Source: an optimization exercise on an open RTL-to-GDS flow (aim: small area, a short achievable clock period and few clock cycles per item). Production flows keep margins and buffers that such runs may drop. Where RTL was checked, it was by simulation tests only, not by an equivalence proof against the original. No functional check of the RTL was part of run 1. Power is estimated from default activity; no workload was simulated.

## flow/design.v (module list and top-level ports; edited modules follow where they fit)
// module mul: 1388 lines
// module ysyx_mulunit: 21 lines
module ysyx_mulunit (
    input          clk,
    input          rst_n,
    input          mul_valid,
    input  [63:0]  alu_src1,
    input  [63:0]  alu_src2,
    input  [3:0]   mul_expand_signed,
    output [129:0] mul_res,
    output         sh_fnsh_flag
);
  // ...
==> flow/run.sh <==
#!/bin/bash
# synth_recipe.tcl (not shown) runs the flow's synth.tcl, then flattens the netlist and writes it again
# the make line also repeats each setting of config.mk as NAME=value (left out here)
make -C /OpenROAD-flow-scripts/flow DESIGN_CONFIG=/design/flow/config.mk WORK_HOME=/design/flow/orfs CLKGATE_MAP_FILE= SYNTH_SCRIPT=/design/flow/synth_recipe.tcl finish
==> flow/config.mk <==
export PLATFORM = sky130hd
export DESIGN_NAME = ysyx_mulunit
export DESIGN_NICKNAME = ysyx_mulunit
export VERILOG_FILES = /design/flow/design.v
export SDC_FILE = /design/flow/constraint.sdc
export NUM_CORES = 8
export LEC_CHECK = 0
export CAP_MARGIN = 20
export CORE_MARGIN = 2
export CORE_UTILIZATION = 50
export SETUP_SLACK_MARGIN = 4.5
export SLEW_MARGIN = 20
==> flow/constraint.sdc <==
create_clock -name core_clock -period 8.0 [get_ports {clk}]
set_input_delay 1.6000 -clock core_clock [delete_from_list [all_inputs] [get_ports {clk}]]
set_output_delay 1.6000 -clock core_clock [all_outputs]
set_load 0.01 [all_outputs]
==> flow_metrics.env, run 1 <==
export IMPL_startpoint="u_mul.C[68]$_SDFF_PN0_"
export IMPL_initial_core_util=0.504
export IMPL_final_cell_area_um2=40000
export IMPL_fin_setup_tns_ns=0
export IMPL_fp_dieArea_um2=59800
export IMPL_postCtsHoldBufs=0
export IMPL_status="finished clean"
export IMPL_synth_most_common_cell="inv_1"
export IMPL_place_area_um2=32000
export IMPL_nFlopsAndLatches=291
export IMPL_rsz0062_at_grt="true"
export IMPL_finalNonFillerCells=4525
export IMPL_area_growth_pct=38.3
export IMPL_p_sw_frac=0.450
export IMPL_synth_compound_area_frac=0.206
export IMPL_pg_seq_mw=1.95
export IMPL_hp_class="reg -> reg"
export IMPL_layout_setup_ws_ns=3.76
export IMPL_top_regs="u_mul.P (128), u_mul.C (75), u_mul.M (64)"
export IMPL_synth_seq_area_share=0.202
export IMPL_ant_nets=0
export IMPL_synth_xor_area_frac=0.121
export IMPL_hold_viol=0
export IMPL_nFillCells=4206
export IMPL_synth_common_cells="inv_1 (385), xnor2_1 (349), a22oi_1 (298)"
export IMPL_met1_usage=0.532
export IMPL_grt_util_met2=0.651
export IMPL_antenna_found_initial=1
export IMPL_power_internal_mw=5.40
export IMPL_cp_data_required_time_ns=8.42
export IMPL_p_total_mw=9.83
export IMPL_async_reset_ff_frac=0.0103
export IMPL_cts_resized_gates=750
export IMPL_crit_end="u_mul.P[96]$_DFF_P_"
export IMPL_muxShareOfSynthArea=0.0256
export IMPL_cts_max_level=2
export IMPL_core_area_um2=57500
==> run 2, diff against run 1 <==
--- a/flow/design.v
+++ b/flow/design.v
@@ -650,32 +650,39 @@
 wire t544 = (1'b1 & t395) | (1'b1 & t394) | (t395 & t394);
 wire t545 = 1'b1 ^ t397 ^ t396;
 wire t546 = (1'b1 & t397) | (1'b1 & t396) | (t397 & t396);
 wire t547 = 1'b1 ^ t399 ^ t398;
 wire t548 = (1'b1 & t399) | (1'b1 & t398) | (t399 & t398);
 wire [W-1:0] ns = {t547, t545, t543, t541, t539, t537, t535, t533, t531, t529, t527, t525, t523, t521, t519, t517, t515, t513, t511, t509, t507, t505, t503, t501, t499, t497, t495, t493, t491, t489, t487, t485, t483, t481, t479, t477, t475, t473, t471, t469, t467, t465, t463, t461, t459, t457, t455, t453, t451, t449, t447, t445, t443, t441, t439, t437, t435, t433, t431, t429, t427, t425, t423, t421, t419, t417, t415, t413, t411, t409, t407, t405, t403, neg1, r0[1], r0[0]};
 wire [W-1:0] nc = {t546, t544, t542, t540, t538, t536, t534, t532, t530, t528, t526, t524, t522, t520, t518, t516, t514, t512, t510, t508, t506, t504, t502, t500, t498, t496, t494, t492, t490, t488, t486, t484, t482, t480, t478, t476, t474, t472, t470, t468, t466, t464, t462, t460, t458, t456, t454, t452, t450, t448, t446, t444, t442, t440, t438, t436, t434, t432, t430, t428, t426, t424, t422, t420, t418, t416, t414, t412, t410, t408, t406, t404, t402, t401, 1'b0, neg0};
 wire [1:0] ncout = {t400, t548};
-wire [K+1:0] lowu = P[W-1:W-K] + C[W-1:W-K] + ncout[0] + ncout[1];
-wire [K+1:0] du   = lowu - 1'b1;
-wire uinc = ~du[K+1] & du[K];           
-wire udec = du[K+1];
+wire [K:0]   e    = P[W-1:W-K] + C[W-1:W-K];
+wire [K:0]   em1  = e - 1'b1;
+wire [K:0]   ep1  = e + 1'b1;
+wire [1:0]   nco  = {ncout[1] & ncout[0], ncout[1] ^ ncout[0]};    
+wire [K-1:0] dlow = nco[1] ? ep1[K-1:0] : nco[0] ? e[K-1:0] : em1[K-1:0];
+wire e0z  = (e == 0);
+wire e2k  = (e == (1 << K));
+wire e2km = (e == (1 << K) - 1);
+wire egt  = (e > (1 << K));
+wire udec = e0z & ~nco[0] & ~nco[1];
+wire uinc = egt | (e2k & (nco[0] | nco[1])) | (e2km & nco[1]);
 wire [127-W:0] ub = P[127:W];
 wire [127-W:0] all1, all0;
 assign all1[0] = 1'b1;
 assign all0[0] = 1'b1;
 genvar g;
 generate for (g = 1; g <= 127 - W; g = g + 1) begin : pa
     assign all1[g] = all1[g-1] & ub[g-1];
     assign all0[g] = all0[g-1] & ~ub[g-1];
 end endgenerate
 wire [127-W:0] ustep = {ub[127-W-K:0] ^ ((all1[127-W-K:0] & {(128-W-K){uinc}}) |
                                          (all0[127-W-K:0] & {(128-W-K){udec}})),
-                        du[K-1:0]};
+                        dlow};
 wire [W:0] rsum;
 wire ra_g0_0 = P[0] & C[0];
 wire ra_p0_0 = P[0] ^ C[0];
 wire ra_g0_1 = P[1] & C[1];
 wire ra_p0_1 = P[1] ^ C[1];
 wire ra_g0_2 = P[2] & C[2];
 wire ra_p0_2 = P[2] ^ C[2];
 wire ra_g0_3 = P[3] & C[3];
==> run 2 against run 1 <==
Area after synthesis grew 1.3%. Register-to-register slack gained 0.44 ns. Final area shrank 1.0%. Via count grew 0.76%. Critical path depth shrank 7. Critical path type is now in -> reg. Global-route usage shrank 0.61 points. Synthesized cell count grew 3.2%. Largest power group unchanged. Non-clock buffer count shrank 84. Still clean.
==> flow_metrics.env, run 2 <==
export IMPL_power_frac_seq=0.219
export IMPL_status="finished clean"
export IMPL_portBuffers=263
export IMPL_hpwlAfterDp_um=87700
export IMPL_setup_viol=0
export IMPL_power_density_nw_per_um2=202
export IMPL_final_cell_area_um2=39600
export IMPL_hp_class="reg -> reg"
export IMPL_rsz0062_at_grt="true"
export IMPL_cp_data_required_time_ns=8.43
export IMPL_grt_pass1_vias=28800
export IMPL_async_reset_ff_frac=0.0103
export IMPL_area_growth_pct=35.2
export IMPL_clkLatencyLatePin_ns=0.59
export IMPL_track_usage=0.410
export IMPL_power_share_clock=0.236
export IMPL_wirelength_um=133000
export IMPL_top_register="u_mul.P"
export IMPL_start_kind="primary input"
export IMPL_core_area_um2=57800
export IMPL_yosysTopAreaCellShare=0.197
export IMPL_cts_root_buffer="clkbuf_16"
export IMPL_synth_most_common_cell="inv_1"
export IMPL_initial_core_util=0.507
export IMPL_synthFlopType="dfxtp_1"
export IMPL_final_core_util=0.686
export IMPL_firstDrtPassIters=10
export IMPL_synthesis_area_um2=29300
export IMPL_vdd_drop_max_uv=255
export IMPL_synth_seq_area_share=0.199
export IMPL_antenna_found_initial=6
export IMPL_synth_edf_count=0
export IMPL_fp_dieArea_um2=60600
export IMPL_p_leak_nw=15.2
export IMPL_final_cell_mix="inv_1 (347), dfxtp_1 (257), nand2_1 (253), xnor2_1 (253), fa_1 (223)"
export IMPL_timing_setup_critical_path_class="in -> reg"
export IMPL_top_regs="u_mul.P (128), u_mul.C (75), u_mul.M (64)"
export IMPL_layout_commonest_cell="inv_1"
export IMPL_routabilityCongestion=1.07
export IMPL_p_switching_mw=3.45
export IMPL_fin_setup_tns_ns=0
export IMPL_max_freq_mhz=259
export IMPL_synth_area_per_cell_um2=8.39
export IMPL_grt_pass1_wl_um=186000
export IMPL_grt_overflow_total=0
export IMPL_skew_ns=0.0229
export IMPL_place_area_um2=32100
export IMPL_grt_max_degree=182
export IMPL_p_sw_frac=0.430
export IMPL_fp_row_count=88
export IMPL_drc=0
export IMPL_largest_register_ffs=128
export IMPL_die_height_um=246
export IMPL_vias=30200
export IMPL_combPwrFrac=0.545
export IMPL_synth_common_cells="inv_1 (370), a22oi_1 (329), xnor2_1 (322)"
export IMPL_cts_buffer_depth=3
export IMPL_maxSlewViolCount=0
export IMPL_synth_top_area_cell="dfxtp_1"
export IMPL_worst_path_max_fanout=7
export IMPL_final_layout_size_suffix_gt1_frac=0.270
export IMPL_vias_per_cell=6.65
export IMPL_postSynthCellCount=3494
export IMPL_ant_nets=0
export IMPL_yosys_warnings=1
export IMPL_cts_max_level=2
export IMPL_drv_cap=0
export IMPL_power_internal_mw=4.57
export IMPL_clk_pin_slew_ns=0.07
export IMPL_fin_crit_ns=3.85
export IMPL_worstPathArrival_ns=4.28
export IMPL_clock_sink_count=291
export IMPL_period_share=0.482
export IMPL_dieWidth_um=246
export IMPL_cts_tree="yes"
export IMPL_io_pin_count=266
export IMPL_nFillCells=4368
export IMPL_numCtsBuffers=40
export IMPL_cp_end_kind="flip-flop"
export IMPL_synth_area_top_cells="dfxtp_1 (20%), fa_1 (18%), xnor2_1 (9.6%)"
export IMPL_max_slew_margin=0.228
export IMPL_ys_ff_latch=291
export IMPL_hold_viol=0
export IMPL_drtIter0Drc=4255
export IMPL_ys_types=101
export IMPL_wl_per_cell_um=29.3
export IMPL_nNetsFinal=4246
export IMPL_worstMarginPinSlew_ns=1.16
run 2: cell count changes after synthesis, moves of 27 or more:
cell and change:
nand2_1 +94, a21oi_1 +34, xor2_1 +34, a22oi_1 +31, nand3_1 +30, mux2i_1 -28, xnor2_1 -27
run 2: worst max-delay path: stages:
cell     delay [ns]
buf_8          0.11
or4_4          0.54
buf_6          0.14
nor4_4         0.29
or4b_4         0.52
a21oi_4        0.16
o21ai_2        0.08
and2_4         0.22
a22oi_2        0.31
nand3_2        0.11
a21oi_2        0.11
o31ai_1        0.08
run 2: routing by layer:
| metal | wire length [um] | global-route usage | vias to the layer above |
|---|---|---|---|
| li1 | - | - | 12600 |
| met1 | 52800 | 0.578 | 14800 |
| met2 | 56600 | 0.606 | 2297 |
| met3 | 15400 | 0.0723 | 515 |
| met4 | 8110 | 0.193 | 4 |
| met5 | 29 | 0 | - |
run 2: kinds of logic after synthesis:
kind of cell	share of synthesized area
buffers and inverters	0.0901
muxes	0.0146
adders and majority gates	0.222
and+or+nand+nor	0.142
xor gates and xnor gates	0.121
AOI/OAI and AO/OA	0.211
DFF	0.199
other	0.000128
run 2: what timing repair did:
| action | in CTS | in global routing |
|---|---|---|
| resized for setup | 551 | 587 |
| hold buffers | 0 | 0 |
| setup endpoints to repair | 269 | 217 |
| buffers inserted | 96 | 66 |
| gates cloned | 25 | 19 |
| pin swaps | 184 | 433 |
run 2: through the flow:
| stage | hold slack, ns | total power, mW | worst slack (ns) | cells |
|---|---|---|---|---|
| floorplan | 0.394 | 3.92 | 4.14 | 3495 |
| global placement | 0.415 | 5.10 | 2.45 | 4264 |
| detailed placement | 0.429 | 5.15 | 2.41 | 4264 |
| CTS | 0.453 | 7.45 | 4.23 | 4452 |
| global route | 0.467 | 8.37 | 4.06 | 4540 |
| finish | 0.458 | 8.02 | 4.15 | 4540 |
run 2: path summary, 6_finish.rpt:
path,from,endpoint,slack (ns),cells after the start
worst max-delay path,alu_src2[2],u_mul.q[3]$_DFF_P_,4.15,12
worst min-delay path,u_mul.cnt[1]$_DFF_P_,u_mul.res$_DFF_PN0_,0.46,1
worst max register to register,u_mul.q[3]$_DFF_P_,u_mul.P[63]$_DFF_P_,4.20,15
worst min register to register,u_mul.cnt[1]$_DFF_P_,u_mul.res$_DFF_PN0_,0.46,1
max in group asynchronous,rst_n,u_mul.busy$_DFF_PN0_,6.59,1
min in group asynchronous,rst_n,u_mul.sh_fnsh_flag$_DFF_PN0_,1.21,1
run 2: final cells by class:
cell class                 count  area [um2]  area share
multi-input combinational   2541       24500       0.619
sequential                   291        5900       0.149
timing repair buffer         493        5390       0.136
inverter                     377        1460      0.0367
clock buffer                  51        1120      0.0283
tap                          765         957      0.0241
clock inverter                16         206     0.00521
timing repair inverter         3        47.5     0.00120
antenna                        3        7.51    0.000189
run 2: power groups by stage:
stage	clock network [mW]	registers [mW]	logic (mW)
6_report	1.89	1.76	4.37
5_1_grt	1.95	1.77	4.65
4_1_cts	1.90	1.73	3.83
3_5_place_dp	0	1.75	3.40
2_1_floorplan	0	1.69	2.23
3_3_place_gp	0	1.75	3.35
Testbench counts of run 2, summed over its fixed seeds: cycles 30,552, muls 4,800.
==> run 3, diff against run 2 <==
--- a/flow/config.mk
+++ b/flow/config.mk
@@ -10,3 +10,3 @@
 export CORE_UTILIZATION = 50
-export SETUP_SLACK_MARGIN = 4.5
+export SETUP_SLACK_MARGIN = 4.0
 export SLEW_MARGIN = 20
==> run 3 against run 2 <==
First-iteration DRC count shrank 29%. Cell count shrank 3.3%. Worst setup slack lost 0.24 ns. Sequential share of layout area grew 1.8 points. Synthesized cell count is the same. Die area is the same. Flip-flop and latch count is the same. Global-route usage shrank 2.8 points. Critical path type unchanged. Largest cell class unchanged. Highest routed layer unchanged.
==> flow_metrics.env, run 3 <==
export IMPL_wl_met3_um=12600
export IMPL_routabilityCongestion=0.998
export IMPL_synth_common_cells="inv_1 (370), a22oi_1 (329), xnor2_1 (322)"
export IMPL_hold_path_cell_count=1
export IMPL_highest_layer="met5"
export IMPL_wl_met1_um=49600
export IMPL_synth_most_common_cell="inv_1"
export IMPL_max_freq_mhz=244
export IMPL_core_area_um2=57800
export IMPL_final_cell_area_um2=35000
export IMPL_numCtsBuffers=38
export IMPL_io_pin_count=266
export IMPL_fin_setup_tns_ns=0
export IMPL_fp_row_count=88
export IMPL_hold_viol=0
export IMPL_clk_pin_slew_ns=0.06
export IMPL_max_stage_delay_ns=0.87
export IMPL_track_usage=0.381
export IMPL_synthFlopType="dfxtp_1"
export IMPL_portBuffers=263
export IMPL_yosys_warnings=1
export IMPL_fp_dieArea_um2=60600
export IMPL_cts_max_level=2
export IMPL_status="finished clean"
export IMPL_worstPathArrival_ns=4.53
export IMPL_place_area_um2=32000
export IMPL_max_slew_margin=0.314
export IMPL_grt_max_degree=121
export IMPL_rsz0062_at_grt="true"
export IMPL_p_leak_nw=13.7
export IMPL_holdWs_ns=0.442
export IMPL_grt_overflow_total=0
export IMPL_synthesis_area_um2=29300
export IMPL_yosysTopAreaCellShare=0.197
export IMPL_final_core_util=0.605
export IMPL_clkLatencyLatePin_ns=0.58
export IMPL_fin_crit_ns=4.10
export IMPL_wl_per_cell_um=27.2
export IMPL_dieWidth_um=246
export IMPL_synth_area_per_cell_um2=8.39
export IMPL_period_share=0.512
export IMPL_vias=28100
export IMPL_vdd_drop_max_uv=163
export IMPL_drc=0
export IMPL_synth_edf_count=0
export IMPL_top_register="u_mul.P"
export IMPL_ant_nets=0
export IMPL_hpwlAfterDp_um=87600
export IMPL_ys_types=101
export IMPL_ys_ff_latch=291
export IMPL_nNetsFinal=4090
export IMPL_synth_top_area_cell="dfxtp_1"
export IMPL_initial_core_util=0.507
export IMPL_power_density_nw_per_um2=207
export IMPL_antenna_found_initial=6
export IMPL_cts_buffer_depth=3
export IMPL_async_reset_ff_frac=0.0103
export IMPL_worst_path_max_fanout=9
export IMPL_maxSlewViolCount=0
export IMPL_clock_sink_count=291
export IMPL_die_height_um=246
export IMPL_grt_pass1_wl_um=175000
export IMPL_largest_register_ffs=128
export IMPL_cp_data_required_time_ns=8.44
export IMPL_cp_slowest_cell="a222oi_1"
export IMPL_setup_viol=0
export IMPL_wirelength_um=119000
export IMPL_top_regs="u_mul.P (128), u_mul.C (75), u_mul.M (64)"
export IMPL_drv_cap=0
export IMPL_path_cells="clkdlybuf4s50_1 -> clkinv_1 -> a222oi_1 -> nor2_1 -> a221oi_1 -> nand3_1 -> a21oi_1 -> o31ai_1"
export IMPL_layout_commonest_cell="inv_1"
export IMPL_cp_end_kind="flip-flop"
export IMPL_skew_ns=0.0196
export IMPL_synth_area_top_cells="dfxtp_1 (20%), fa_1 (18%), xnor2_1 (9.6%)"
export IMPL_synth_seq_area_share=0.199
export IMPL_drtIter0Drc=3009
export IMPL_final_cell_mix="inv_1 (369), a22oi_1 (321), xnor2_1 (320), nand2_1 (305), dfxtp_1 (284)"
export IMPL_grt_pass1_vias=27600
export IMPL_postCtsHoldBufs=0
export IMPL_worstMarginPinSlew_ns=1.02
export IMPL_r2r_cells=12
export IMPL_final_layout_size_suffix_gt1_frac=0.0895
export IMPL_area_growth_pct=19.3
export IMPL_postSynthCellCount=3494
export IMPL_firstDrtPassIters=8
export IMPL_hp_class="reg -> reg"
export IMPL_pre_cts_ws_ns=1.95
export IMPL_timing_setup_critical_path_class="in -> reg"
export IMPL_layout_setup_ws_ns=3.90
export IMPL_start_kind="primary input"
export IMPL_vias_per_cell=6.40
export IMPL_cts_root_buffer="clkbuf_16"
export IMPL_cts_tree="yes"
export IMPL_met2_wirelength_um=52300
run 3: path summary, 6_finish.rpt:
kind,startpoint,end,slack (ns)
hold reg to reg,u_mul.cnt[1]$_DFF_P_,u_mul.res$_DFF_PN0_,0.44
setup / recovery,alu_src2[63],u_mul.q[3]$_DFF_P_,3.90
hold / removal,u_mul.cnt[1]$_DFF_P_,u_mul.res$_DFF_PN0_,0.44
setup reg to reg,u_mul.P[68]$_DFF_P_,u_mul.P[91]$_DFF_P_,4.07
min in group asynchronous,rst_n,u_mul.busy$_DFF_PN0_,1.23
max in group asynchronous,rst_n,u_mul.busy$_DFF_PN0_,6.57
run 3: kinds of logic after synthesis:
kind of cell	Yosys count	share of synthesized area
buf+inv	666	0.0901
compound gates	876	0.211
simple gates	849	0.142
xor+xnor	405	0.121
fa+ha+maj	364	0.222
flops	291	0.199
mux	42	0.0146
other cells	1	0.000128
run 3: area by class of cell:
| type | instances | area (um2) |
|---|---|---|
| Fill cell | 5127 | 22800 |
| Multi-Input combinational cell | 2539 | 21700 |
| Sequential cell | 291 | 5860 |
| Timing Repair Buffer | 344 | 3690 |
| Inverter | 377 | 1430 |
| Clock buffer | 53 | 1130 |
| Tap cell | 765 | 957 |
| Clock inverter | 16 | 264 |
| Antenna cell | 3 | 7.51 |
run 3: critical path: cells and delay by family:
kind / cells / cell delay (ns)
AOI/OAI and AO/OA: 4 / 1.63
buffers and inverters: 2 / 1.03
and+or+nand+nor: 2 / 0.25
run 3: metal layers:
| metal | vias up | track usage |
|---|---|---|
| met5 | - | 0 |
| met4 | 4 | 0.134 |
| met3 | 269 | 0.0690 |
| met2 | 1743 | 0.584 |
| met1 | 13900 | 0.538 |
| li1 | 12200 | - |
run 3: metrics by stage:
step	cells	total power [mW]
2_1_floorplan	3495	3.90
3_3_place_gp	4269	5.03
3_5_place_dp	4269	5.08
4_1_cts	4360	7.12
5_1_grt	4388	7.66
6_report	4388	7.24
run 3: report_power, final:
| group | switching (mW) | leakage, nW | internal (mW) |
|---|---|---|---|
| registers | 0.180 | 2.38 | 1.56 |
| clock network | 0.744 | 0.683 | 1.21 |
| logic | 2.09 | 10.7 | 1.45 |
| total | 3.02 | 13.7 | 4.22 |
run 3: what timing repair did:
| action | 4_1_cts | 5_1_grt |
|---|---|---|
| endpoints found under the setup margin | 167 | 144 |
| cloned | 5 | 7 |
| setup buffers | 17 | 18 |
| pin swaps | 24 | 35 |
| resized for setup | 177 | 135 |

[what the ideal ports hide]
The flow's constraints put no driver on any port. The routed layouts listed below were extracted and timed again, unchanged, in two steps.
Step 1 assumes that a clkbuf_16 drives the clock port and a buf_2 every other input.
Step 2 moves the port delays by t, midway between the first and last clock arrival at a register: inputs arrive t later, outputs are due t later. That takes back most of the time a late clock gives input paths.
a / b / c = ideal / step 1 / step 2; a / b = the first two.
run | t (ns) | slack for setup (ns) | worst register clock-pin slew, ns
run 1 | 0.642 | 3.762 / 3.762 / 3.395 | 0.07 / 0.07
run 2 | 0.653 | 4.146 / 4.169 / 3.516 | 0.07 / 0.07
run 3 | 0.634 | 3.905 / 3.908 / 3.274 | 0.06 / 0.06
After both steps every run listed still meets setup and hold. The setup slack of run 3, which loses most, moves by +0.003 ns with the drivers and by -0.631 ns with both steps.
